Source: an optimization exercise on an open RTL-to-GDS flow (aim: small area, a short achievable clock period and few clock cycles per item). Production flows keep margins and buffers that such runs may drop.
Function was checked by simulation only, so behaviour that the tests miss may differ from the original.
Power is estimated from default activity; no workload was simulated.

`design/flow/run.sh`:
```
#!/bin/bash
# synth_recipe.tcl (not shown) runs the flow's synth.tcl, then flattens the netlist and writes it again
# the make line also repeats each setting of config.mk as NAME=value (left out here)
make -C /OpenROAD-flow-scripts/flow DESIGN_CONFIG=/design/flow/config.mk WORK_HOME=/design/flow/orfs CLKGATE_MAP_FILE= SYNTH_SCRIPT=/design/flow/synth_recipe.tcl finish
```
`design/flow/config.mk`:
```
export PLATFORM = sky130hd
export DESIGN_NAME = ysyx_041461_MUL
export DESIGN_NICKNAME = ysyx_041461_MUL
export VERILOG_FILES = /design/flow/design.v
export SDC_FILE = /design/flow/constraint.sdc
export NUM_CORES = 4
export LEC_CHECK = 0
export CAP_MARGIN = 20
export CELL_PAD_IN_SITES_DETAIL_PLACEMENT = 1
export CELL_PAD_IN_SITES_GLOBAL_PLACEMENT = 2
export CORE_MARGIN = 2
export CORE_UTILIZATION = 30
export SLEW_MARGIN = 20
```
`design/flow/constraint.sdc`:
```
create_clock -name core_clock -period 8.0 [get_ports {clk}]
set_input_delay 1.6000 -clock core_clock [delete_from_list [all_inputs] [get_ports {clk}]]
set_output_delay 1.6000 -clock core_clock [all_outputs]
set_load 0.01 [all_outputs]
```
`design/flow/design.v`:
```
module ysyx_041461_CSA(
    input  wire [0:0] a   ,
    input  wire [0:0] b   ,
    input  wire [0:0] cin ,
    output wire [0:0] cout,
    output wire [0:0] s
);
assign s = a ^ b ^ cin;
assign cout = a & b | b & cin | a & cin;
endmodule
module ysyx_041461_Booth_core(
    input  wire  [2:0]    Booth_core_src,
    input  wire  [127:0]  Booth_core_x  ,
    output reg   [127:0]  Booth_core_p  ,
    output reg   [0:0]    Booth_core_c
);
wire [0:0] y_add;
wire [0:0] y;
wire [0:0] y_sub;
wire [0:0] sel_negative;
wire [0:0] sel_double_negative;
wire [0:0] sel_positive;
wire [0:0] sel_double_positive;
assign y_add = Booth_core_src[2:2];
assign y = Booth_core_src[1:1];
assign y_sub = Booth_core_src[0:0];
assign sel_negative =  y_add & (y & ~y_sub | ~y & y_sub);
assign sel_positive = ~y_add & (y & ~y_sub | ~y & y_sub);
assign sel_double_negative =  y_add & ~y & ~y_sub;
assign sel_double_positive = ~y_add &  y &  y_sub;
always@(*) begin
    if(sel_negative == 1'b1) begin
        Booth_core_p = ~Booth_core_x;
        Booth_core_c = 1'b1;
    end
    else if(sel_positive == 1'b1) begin
        Booth_core_p = Booth_core_x;
        Booth_core_c = 1'b0;
    end
    else if(sel_double_negative == 1'b1) begin
        Booth_core_p = ~(Booth_core_x << 1);
        Booth_core_c = 1'b1;
    end
    else if(sel_double_positive == 1'b1) begin
        Booth_core_p = Booth_core_x << 1;
        Booth_core_c = 1'b0;
    end
    else begin
        Booth_core_p = 128'b0;
        Booth_core_c = 1'b0;
    end
end
endmodule
module ysyx_041461_Walloc_33bits(
    input  wire   [0:0]  clk               ,
    input  wire   [0:0]  rst               ,
    input  wire   [32:0] Walloc_33bits_src ,
    input  wire   [10:0] Walloc_33bits_cin2,
    input  wire   [6:0]  Walloc_33bits_cin3,
    input  wire   [4:0]  Walloc_33bits_cin4,
    input  wire   [2:0]  Walloc_33bits_cin5,
    input  wire   [1:0]  Walloc_33bits_cin6,
    input  wire   [1:0]  Walloc_33bits_cin7,
    input  wire   [0:0]  Walloc_33bits_cin8,
    output wire   [10:0] Walloc_33bits_cout1,
    output wire   [6:0]  Walloc_33bits_cout2,
    output wire   [4:0]  Walloc_33bits_cout3,
    output wire   [2:0]  Walloc_33bits_cout4,
    output wire   [1:0]  Walloc_33bits_cout5,
    output wire   [1:0]  Walloc_33bits_cout6,
    output wire   [0:0]  Walloc_33bits_cout7,
    output wire   [0:0]  Walloc_33bits_cout ,
    output wire   [0:0]  Walloc_33bits_sout
);
wire [10:0] sout1;
genvar i;
generate
    for(i = 0; i < 11; i = i + 1) begin: first
        ysyx_041461_CSA CSA(
            .a    (Walloc_33bits_src[3*i:3*i]),
            .b    (Walloc_33bits_src[3*i + 1:3*i + 1]),
            .cin  (Walloc_33bits_src[3*i + 2:3*i + 2]),
            .cout (Walloc_33bits_cout1[i:i]),
            .s    (sout1[i:i])
        );
    end
endgenerate
wire [21:0] src2;
wire [7:0] sout2;
assign src2 = {Walloc_33bits_cin2, sout1};
assign sout2[7:7] = src2[21:21];
genvar j;
generate
    for(j = 0; j < 7; j = j + 1) begin: second
        ysyx_041461_CSA CSA(
            .a    (src2[3*j:3*j]),
            .b    (src2[3*j + 1:3*j + 1]),
            .cin  (src2[3*j + 2:3*j + 2]),
            .cout (Walloc_33bits_cout2[j:j]),
            .s    (sout2[j:j])
        );
    end
endgenerate
reg  [14:0] src3;
wire [4:0] sout3;
always@(posedge clk or posedge rst) begin
    if(rst == 1'b1) begin
        src3 <= 15'b0;
    end
    else begin
        src3 <= {Walloc_33bits_cin3, sout2};
    end
end
genvar k;
generate
    for(k = 0; k < 5; k = k + 1) begin: thrid
        ysyx_041461_CSA CSA(
            .a    (src3[3*k:3*k]),
            .b    (src3[3*k + 1:3*k + 1]),
            .cin  (src3[3*k + 2:3*k + 2]),
            .cout (Walloc_33bits_cout3[k:k]),
            .s    (sout3[k:k])
        );
    end
endgenerate
wire [9:0] src4;
wire [3:0] sout4;
assign src4 = {Walloc_33bits_cin4, sout3};
assign sout4[3:3] = src4[9:9];
genvar m;
generate
    for(m = 0; m < 3; m = m + 1) begin: fourth
        ysyx_041461_CSA CSA(
            .a    (src4[3*m:3*m]),
            .b    (src4[3*m + 1:3*m + 1]),
            .cin  (src4[3*m + 2:3*m + 2]),
            .cout (Walloc_33bits_cout4[m:m]),
            .s    (sout4[m:m])
        );
    end
endgenerate
reg  [6:0] src5;
wire [2:0] sout5;
assign sout5[2:2] = src5[6:6];
always@(posedge clk or posedge rst) begin
    if(rst == 1'b1) begin
        src5 <= 7'b0;
    end
    else begin
        src5 <= {Walloc_33bits_cin5, sout4};
    end
end
genvar n;
generate
    for(n = 0; n < 2; n = n + 1) begin: fifth
        ysyx_041461_CSA CSA(
            .a    (src5[3*n:3*n]),
            .b    (src5[3*n + 1:3*n + 1]),
            .cin  (src5[3*n + 2:3*n + 2]),
            .cout (Walloc_33bits_cout5[n:n]),
            .s    (sout5[n:n])
        );
    end
endgenerate
wire [5:0] src6;
wire [1:0] sout6;
assign src6 = {Walloc_33bits_cin6, sout5, 1'b0};
genvar r;
generate
    for(r = 0; r < 2; r = r + 1) begin: sixth
        ysyx_041461_CSA CSA(
            .a    (src6[3*r:3*r]),
            .b    (src6[3*r + 1:3*r + 1]),
            .cin  (src6[3*r + 2:3*r + 2]),
            .cout (Walloc_33bits_cout6[r:r]),
            .s    (sout6[r:r])
        );
    end
endgenerate
reg  [3:0] src7;
wire [1:0] sout7;
assign sout7[1:1] = src7[3:3];
always@(posedge clk or posedge rst) begin
    if(rst == 1'b1) begin
        src7 <= 4'b0;
    end
    else begin
        src7 <= {Walloc_33bits_cin7, sout6};
    end
end
ysyx_041461_CSA CSA7(
    .a    (src7[0:0]),
    .b    (src7[1:1]),
    .cin  (src7[2:2]),
    .cout (Walloc_33bits_cout7),
    .s    (sout7[0:0])
);
wire [2:0] src8;
assign src8 = {Walloc_33bits_cin8, sout7};
ysyx_041461_CSA CSA8(
    .a    (src8[0:0]),
    .b    (src8[1:1]),
    .cin  (src8[2:2]),
    .cout (Walloc_33bits_cout),
    .s    (Walloc_33bits_sout)
);
endmodule
module ysyx_041461_MUL(
    input  wire   [0:0]  clk             ,
    input  wire   [0:0]  rst             ,
    input  wire   [0:0]  MUL_valid_in    ,
    input  wire   [1:0]  MUL_signed      ,
    input  wire   [63:0] MUL_multiplicand,
    input  wire   [63:0] MUL_multiplier  ,
    output reg    [0:0]  MUL_valid_out   ,
    output wire   [63:0] MUL_result_hi   ,
    output wire   [63:0] MUL_result_lo
);
reg [127:0] multiplicand;
reg [65:0] multiplier;
always@(*) begin
    case(MUL_signed)
        2'b00: begin
            multiplicand = {64'b0, MUL_multiplicand};
            multiplier = {2'b0, MUL_multiplier};
        end
        2'b10: begin
            multiplicand = {{64{MUL_multiplicand[63:63]}}, MUL_multiplicand};
            multiplier = {2'b0, MUL_multiplier};
        end
        2'b11: begin
            multiplicand = {{64{MUL_multiplicand[63:63]}}, MUL_multiplicand};
            multiplier = {{2{MUL_multiplier[63:63]}}, MUL_multiplier};
        end
        default: begin
            multiplicand = 128'b0;
            multiplier = 66'b0;
        end
    endcase
end
wire [127:0] Booth_core_p [32:0];
wire [0:0] Booth_core_c [32:0];
ysyx_041461_Booth_core Booth_core0(
    .Booth_core_src ({multiplier[1:0], 1'b0}),
    .Booth_core_x   (multiplicand),
    .Booth_core_p   (Booth_core_p[0]),
    .Booth_core_c   (Booth_core_c[0])
);
genvar i;
generate  
    for(i = 2; i < 65; i = i + 2) begin: Booth_core
        ysyx_041461_Booth_core Booth_core(
            .Booth_core_src (multiplier[i + 1:i - 1]),
            .Booth_core_x   (multiplicand << i      ),
            .Booth_core_p   (Booth_core_p[i / 2]),
            .Booth_core_c   (Booth_core_c[i / 2])
        );
   	end 
endgenerate
reg [32:0] switch_out [127:0];
reg [32:0] switch_c;
genvar j, k, m;
generate
    for(j = 0; j < 128; j = j + 1) begin: switch1
        for(k = 0; k < 33; k = k + 1) begin: switch2
            always@(posedge clk or posedge rst) begin
                if(rst == 1'b1) begin
                    switch_out[j][k] <= 1'b0;
                end
                else begin
                    switch_out[j][k] <= Booth_core_p[k][j];
                end
            end
        end
    end
endgenerate
generate
    for(m = 0; m < 33; m = m + 1) begin: switch3
        always@(posedge clk or posedge rst) begin
            if(rst == 1'b1) begin
                switch_c[m] <= 1'b0;
            end
            else begin
                switch_c[m] <= Booth_core_c[m];
            end
        end
    end
endgenerate
wire   [10:0] Walloc_33bits_cout1 [127:0];
wire   [6:0]  Walloc_33bits_cout2 [127:0];
wire   [4:0]  Walloc_33bits_cout3 [127:0];
wire   [2:0]  Walloc_33bits_cout4 [127:0];
wire   [1:0]  Walloc_33bits_cout5 [127:0];
wire   [1:0]  Walloc_33bits_cout6 [127:0];
wire   [0:0]  Walloc_33bits_cout7 [127:0];
wire   [0:0]  Walloc_33bits_cout  [127:0];
wire   [0:0]  Walloc_33bits_sout  [127:0];
ysyx_041461_Walloc_33bits Walloc0(
    .clk                 (clk),
    .rst                 (rst),
    .Walloc_33bits_src   (switch_out[0]  ),
    .Walloc_33bits_cin2  (switch_c[10:0] ),
    .Walloc_33bits_cin3  (switch_c[17:11]),
    .Walloc_33bits_cin4  (switch_c[22:18]),
    .Walloc_33bits_cin5  (switch_c[25:23]),
    .Walloc_33bits_cin6  (switch_c[27:26]),
    .Walloc_33bits_cin7  (switch_c[29:28]),
    .Walloc_33bits_cin8  (switch_c[30:30]),
    .Walloc_33bits_cout1 (Walloc_33bits_cout1[0]),
    .Walloc_33bits_cout2 (Walloc_33bits_cout2[0]),
    .Walloc_33bits_cout3 (Walloc_33bits_cout3[0]),
    .Walloc_33bits_cout4 (Walloc_33bits_cout4[0]),
    .Walloc_33bits_cout5 (Walloc_33bits_cout5[0]),
    .Walloc_33bits_cout6 (Walloc_33bits_cout6[0]),
    .Walloc_33bits_cout7 (Walloc_33bits_cout7[0]),
    .Walloc_33bits_cout  (Walloc_33bits_cout [0]),
    .Walloc_33bits_sout  (Walloc_33bits_sout [0])
);
genvar t;
generate  
    for(t = 1; t < 128; t = t + 1) begin: Walloc
        ysyx_041461_Walloc_33bits Walloc(
            .clk                 (clk),
            .rst                 (rst),
            .Walloc_33bits_src   (switch_out[t]  ),
            .Walloc_33bits_cin2  (Walloc_33bits_cout1[t-1]),
            .Walloc_33bits_cin3  (Walloc_33bits_cout2[t-1]),
            .Walloc_33bits_cin4  (Walloc_33bits_cout3[t-1]),
            .Walloc_33bits_cin5  (Walloc_33bits_cout4[t-1]),
            .Walloc_33bits_cin6  (Walloc_33bits_cout5[t-1]),
            .Walloc_33bits_cin7  (Walloc_33bits_cout6[t-1]),
            .Walloc_33bits_cin8  (Walloc_33bits_cout7[t-1]),
            .Walloc_33bits_cout1 (Walloc_33bits_cout1[t]),
            .Walloc_33bits_cout2 (Walloc_33bits_cout2[t]),
            .Walloc_33bits_cout3 (Walloc_33bits_cout3[t]),
            .Walloc_33bits_cout4 (Walloc_33bits_cout4[t]),
            .Walloc_33bits_cout5 (Walloc_33bits_cout5[t]),
            .Walloc_33bits_cout6 (Walloc_33bits_cout6[t]),
            .Walloc_33bits_cout7 (Walloc_33bits_cout7[t]),
            .Walloc_33bits_cout  (Walloc_33bits_cout [t]),
            .Walloc_33bits_sout  (Walloc_33bits_sout [t])
        );
   	end 
endgenerate
reg [127:0] adder_src1;
reg [127:0] adder_src2;
integer r;
always@(posedge clk or posedge rst) begin
    if(rst == 1'b1) begin
        adder_src1 <= 128'b0;
        adder_src2 <= 128'b0;
    end
    else begin
        adder_src1[0:0] <= switch_c[31:31];
        adder_src2[0:0] <= Walloc_33bits_sout[0];
        for(r = 1; r < 128; r = r + 1) begin
            adder_src1[r] <= Walloc_33bits_cout[r - 1];
            adder_src2[r] <= Walloc_33bits_sout[r];
        end
    end
end
assign {MUL_result_hi, MUL_result_lo} = adder_src1 + adder_src2 + {127'b0, switch_c[32:32]};
reg [2:0] state; 
always@(posedge clk or posedge rst) begin
    if(rst == 1'b1) begin
        state <= 3'b0;
    end
    else begin
        if(state == 3'b0) begin
            if(MUL_valid_in == 1'b1) begin
                state <= state + 1'b1;
            end
            else begin
                state <= state;
            end
        end
        else if(state == 3'd5) begin
            state <= 3'b0;
        end
        else begin
            state <= state + 1'b1;
        end
    end
end
always@(*) begin
    if(state == 3'd5) begin
        MUL_valid_out = 1'b1;
    end
    else begin
        MUL_valid_out = 1'b0;
    end
end
endmodule
```
==> results.txt <==
Power and ir drop:
- Across the VDD grid, the largest voltage drop is around 0.35 mV.
- The areal power density over the cells is around 400 nW/µm².
- The leakage power figure is ~150 nW.

Finish:
- The share of cells above drive strength 1 is 7.46%.
- The area growth from synthesis to layout is 14.0%.
- After filler insertion, the fill cell instance count of the layout stands at about 100k.
- After routing the design area is about 320000 µm².
- The post-layout net count is around 28000.

Setup path:
- In this design, the stage delay of the slowest critical-path cell is 0.67 ns.
- The worst setup path is launched from a register.
- The arrival time of data at the critical path endpoint is approximately 6.2 ns.
- The largest fanout on the critical path is 3.
- The endpoint kind of the worst setup timing path is a primary output.
- The most critical setup path has its startpoint at adder_src1[0]$_DFF_PP0_.
- The setup path with the least slack is of type reg -> out.
- The total buffers and inverters traversed by the critical path is 2.
- Traced cell by cell, the critical path runs through fa_1 > a211oi_1 > o211ai_2 > nand3b_1 > a21oi_1 > o311ai_4 > a31oi_1 > buf_4 > o21ai_0 > nand2_1 > a21oi_1 > xnor2_1 > clkdlybuf4s50_1.
- The slowest stage of the critical path belongs to the cell sky130_fd_sc_hd__o311ai_4.
- At the worst endpoint, the required time is between 6 and 7 ns.
- The library cell appearing most often on the critical path is sky130_fd_sc_hd__a21oi_1.
- The critical register-to-register path startpoint is switch_c[31]$_DFF_PP0_.
- The kind of cell with the highest combined delay along the critical path is compound AO/OA/AOI/OAI gates.

STA:
- The final-report setup violation count is 0.
- The post-route setup TNS is 0 ns.
- Setup repair after global routing left no endpoint under its margin.
- For this run, the top clock speed supported by timing is 0.129 GHz.
- The share of the clock period used by the worst path after layout is between 90% and 100%.
- The count of endpoints failing hold in the final timing report is 0.
- The worst hold slack is about 0.38 ns.
- Clock skew on the completed layout was measured at slightly above 0.09 ns.
- The minimum period implied by the final worst setup slack is just under 8 ns.
- The worst slew slack as a fraction of its limit is around 2.1%.
- The measured slew at the worst slew-check pin is approximately 1.5 ns.
- The max-slew violation total from the final report is 0.

Global route:
- The maximum number of pins on one net before global-route repair is between 150 and 200.
- The global routing usage on met3 is ~6.2%.
- The aggregate global-route resource usage is between 20% and 30%.
- After global routing, the most crowded layer is met2.
- For this run the aggregate overflow at the end of global routing stands at 0.
- The first-pass GRT wire length is between 1500000 and 2000000 µm.
- The met2 demand-to-capacity share in global routing is approximately two fifths.
- The number of global-route vias before repair came to 207000.
- For this run, global-route usage on met1 was measured as between 30% and 40%.
- The initial antenna violation count is between 200 and 300.

Route:
- Wires add up to ~1300000 µm.
- The via count is roughly 190k.
- The residual antenna-violating net count after detailed routing is 0.
- The detailed router finished its first iteration with approximately 19000 violations.
- Using the TritonRoute via totals, the vias-per-cell ratio works out to a little over 5.
- The wire length per cell after detailed routing is about 34 µm.
- The number of iterations in the first detailed-routing pass is 6.
- For this run, design rule violations remaining after detail routing come to 0.

Logic synthesis:
- The share of synthesized flip-flops with an asynchronous set or reset is between 90% and 100%.
- The number of distinct library cells after synthesis is 86.
- Among all flip-flop cells after synthesis, the most frequent one is sky130_fd_sc_hd__dfrtp_1.
- The most instantiated library cell after synthesis is sky130_fd_sc_hd__dfrtp_1.
- The synthesized netlist cell count is roughly 25000.
- The area of the mapped netlist is around 280000 µm².
- For this run, the number of Yosys warnings is 5.
- Counting flops with a built-in enable in the synthesized netlist gives 0.
- After synthesis, the cell types taking the most area are sky130_fd_sc_hd__dfrtp_1 (46%), sky130_fd_sc_hd__fa_1 (22%), sky130_fd_sc_hd__inv_1 (6.4%).
- In the synthesized netlist, the cells that appear most often are sky130_fd_sc_hd__dfrtp_1 (5201), sky130_fd_sc_hd__inv_1 (4818), sky130_fd_sc_hd__nor2_1 (4143).
- The post-synthesis sequential element count is 5201.
- Averaged over all synthesized cells, the footprint is about 11 µm².
- The synthesized design spends more area on one cell type than any other, namely sky130_fd_sc_hd__dfrtp_1.
- The register area share after synthesis is a little under half.
- Synthesis produced a netlist with a net count of 28600.
- In this run the biggest area consumer among cell types represents a little under half of the synthesized area.

Floorplan:
- The die covers roughly 940000 µm².
- ~260 I/O pins were placed.
- The initial utilization of the core area, before any placement, comes to a little under a third.
- The floorplan step set the die width to ~970 µm.
- The area of the core is between 900000 and 1000000 µm².
- The floorplan die height is around 970 µm.
- In this run the core area contains ~360 standard-cell rows.

Outcome:
- The flow ran to the end and the layout has no timing, DRC or antenna violations.

Worst hold path:
- The startpoint identified for the worst hold timing path is switch_c[12]$_DFF_PP0_.
- The tightest min-delay check is of the reg -> reg type.

Clock tree:
- The number of buffers created by CTS is 645.
- TritonCTS built the clock tree.
- The number of hold buffers added after CTS was 0.
- The post-CTS resize count is 7.
- The count of H-tree levels built during CTS is 6.
- The clock root buffer is sky130_fd_sc_hd__clkbuf_16.
- The longest clock path from root to sink contains 5 buffers.
- The total setup buffers inserted after CTS is 0.
- The clock transition time at the flip-flop clock pins of the worst setup and hold paths is roughly 0.060 ns.
- The later pin in the worst-skew pair is clocked with a latency of approximately 1.1 ns.
- The clock net in this run drives a total of around 5200 sinks.

Placement:
- After legalization and detailed placement, the total HPWL measured about 910000 µm.
- In this run the tool buffered the top-level ports with 261 buffer cells.
- The placer's final routability congestion estimate is just over 0.9.
- The instance area after placement is roughly 300000 µm².

Job:
- Across the run, the number of max-cap violations was 0.
==> cell usage in the layout, fill, tap and decap left out, types with 254 or more instances in the layout <==
cell type                   synthesis  final
sky130_fd_sc_hd__ha_1             254    254
sky130_fd_sc_hd__a221oi_1        1969   1969
sky130_fd_sc_hd__dfrtp_1         5201   5198
sky130_fd_sc_hd__buf_4              4    547
sky130_fd_sc_hd__inv_1           4818   4804
sky130_fd_sc_hd__nor2_1          4143   4111
sky130_fd_sc_hd__a21oi_1          402    401
sky130_fd_sc_hd__xor2_1          2038   2006
sky130_fd_sc_hd__clkbuf_16          0    655
sky130_fd_sc_hd__fa_1            3042   3040
==> sequential cells by signal, indices dropped and copies added, names as in the netlist <==
signal              count
Walloc0.src7            4
Walloc0.src3           13
Walloc0.src5            7
switch_c               33
Walloc.Walloc.src5    883
state                   3
Walloc.Walloc.src3   1318
adder_src1            128
adder_src2            128
Walloc.Walloc.src7    508
switch_out           2176
==> metal layers <==
layer / share of wire [%] / routed length [µm]
met3: 7.5 / 96100
met4: 5.5 / 70700
met1: 43 / 558000
met2: 44 / 561000
met5: 0.078 / 999
==> layout make-up <==
type | instances | area (µm²) | share of cell area (%)
antenna | 147 | 368 | 0.115
clock buffer | 922 | 18800 | 5.88
clock inverter | 181 | 2270 | 0.708
inverter | 4820 | 18100 | 5.65
multi-input combinational | 13200 | 126000 | 39.5
sequential | 5201 | 130000 | 40.7
tap | 12500 | 15600 | 4.88
timing repair buffer | 840 | 8320 | 2.60
==> metrics by stage <==
stage | power (mW) | worst slack, ns | utilization, % | instances
2_1_floorplan | 67.0 | -66.14 | - | 25100
3_3_place_gp | 95.8 | 0.681 | 32.0 | 36500
3_5_place_dp | 96.9 | 0.762 | 32.0 | 36500
4_1_cts | 128 | 0.0373 | 34.2 | 37600
5_1_grt | 134 | 0.0598 | 34.3 | 37700
6_report | 126 | 0.227 | 34.3 | 37800
==> worst register-to-register path, cell delays in order, from the launching register on <==
cell and delay [ns]:
sky130_fd_sc_hd__dfrtp_1 0.68, sky130_fd_sc_hd__inv_1 0.37, sky130_fd_sc_hd__fa_4 1.37, sky130_fd_sc_hd__buf_4 0.79, sky130_fd_sc_hd__fa_1 0.67, sky130_fd_sc_hd__inv_1 0.08
==> worst paths after layout <==
check	endpoint	slack (ns)	depth (start not counted)
max	MUL_result_hi[43]	0.23	13
min	Walloc0.src3[9]$_DFF_PP0_	0.38	0
max reg2reg	Walloc[36].Walloc.src3[3]$_DFF_PP0_	3.97	5
min reg2reg	Walloc0.src3[9]$_DFF_PP0_	0.38	0
max in group asynchronous	switch_out[42][10]$_DFF_PP0_	4.79	5
min in group asynchronous	Walloc[51].Walloc.src5[4]$_DFF_PP0_	1.54	3
==> where the power goes <==
part           internal (mW)  total, mW  switching (mW)
registers               34.8       38.7            3.95
logic                   19.6       57.5            37.9
clock network           17.9       30.1            12.2
==> kinds of logic (layout without fill, tap and decap cells) <==
kind of cell / after synthesis / after routing / share of synthesized area (%)
multiplexers: 2 / 2 / 0.00713
other: 1 / 148 / 0.00134
flip-flops: 5201 / 5201 / 46.3
adder cells (fa/ha/maj): 3296 / 3296 / 22.8
XOR/XNOR: 2199 / 2199 / 6.86
AND/OR/NAND/NOR: 4765 / 4765 / 6.69
AO/OA/AOI/OAI: 2913 / 2913 / 8.22
buffers and inverters: 6756 / 6763 / 9.05
Testbench counts, summed over its fixed seeds: cycles 14,400, items 2,400.
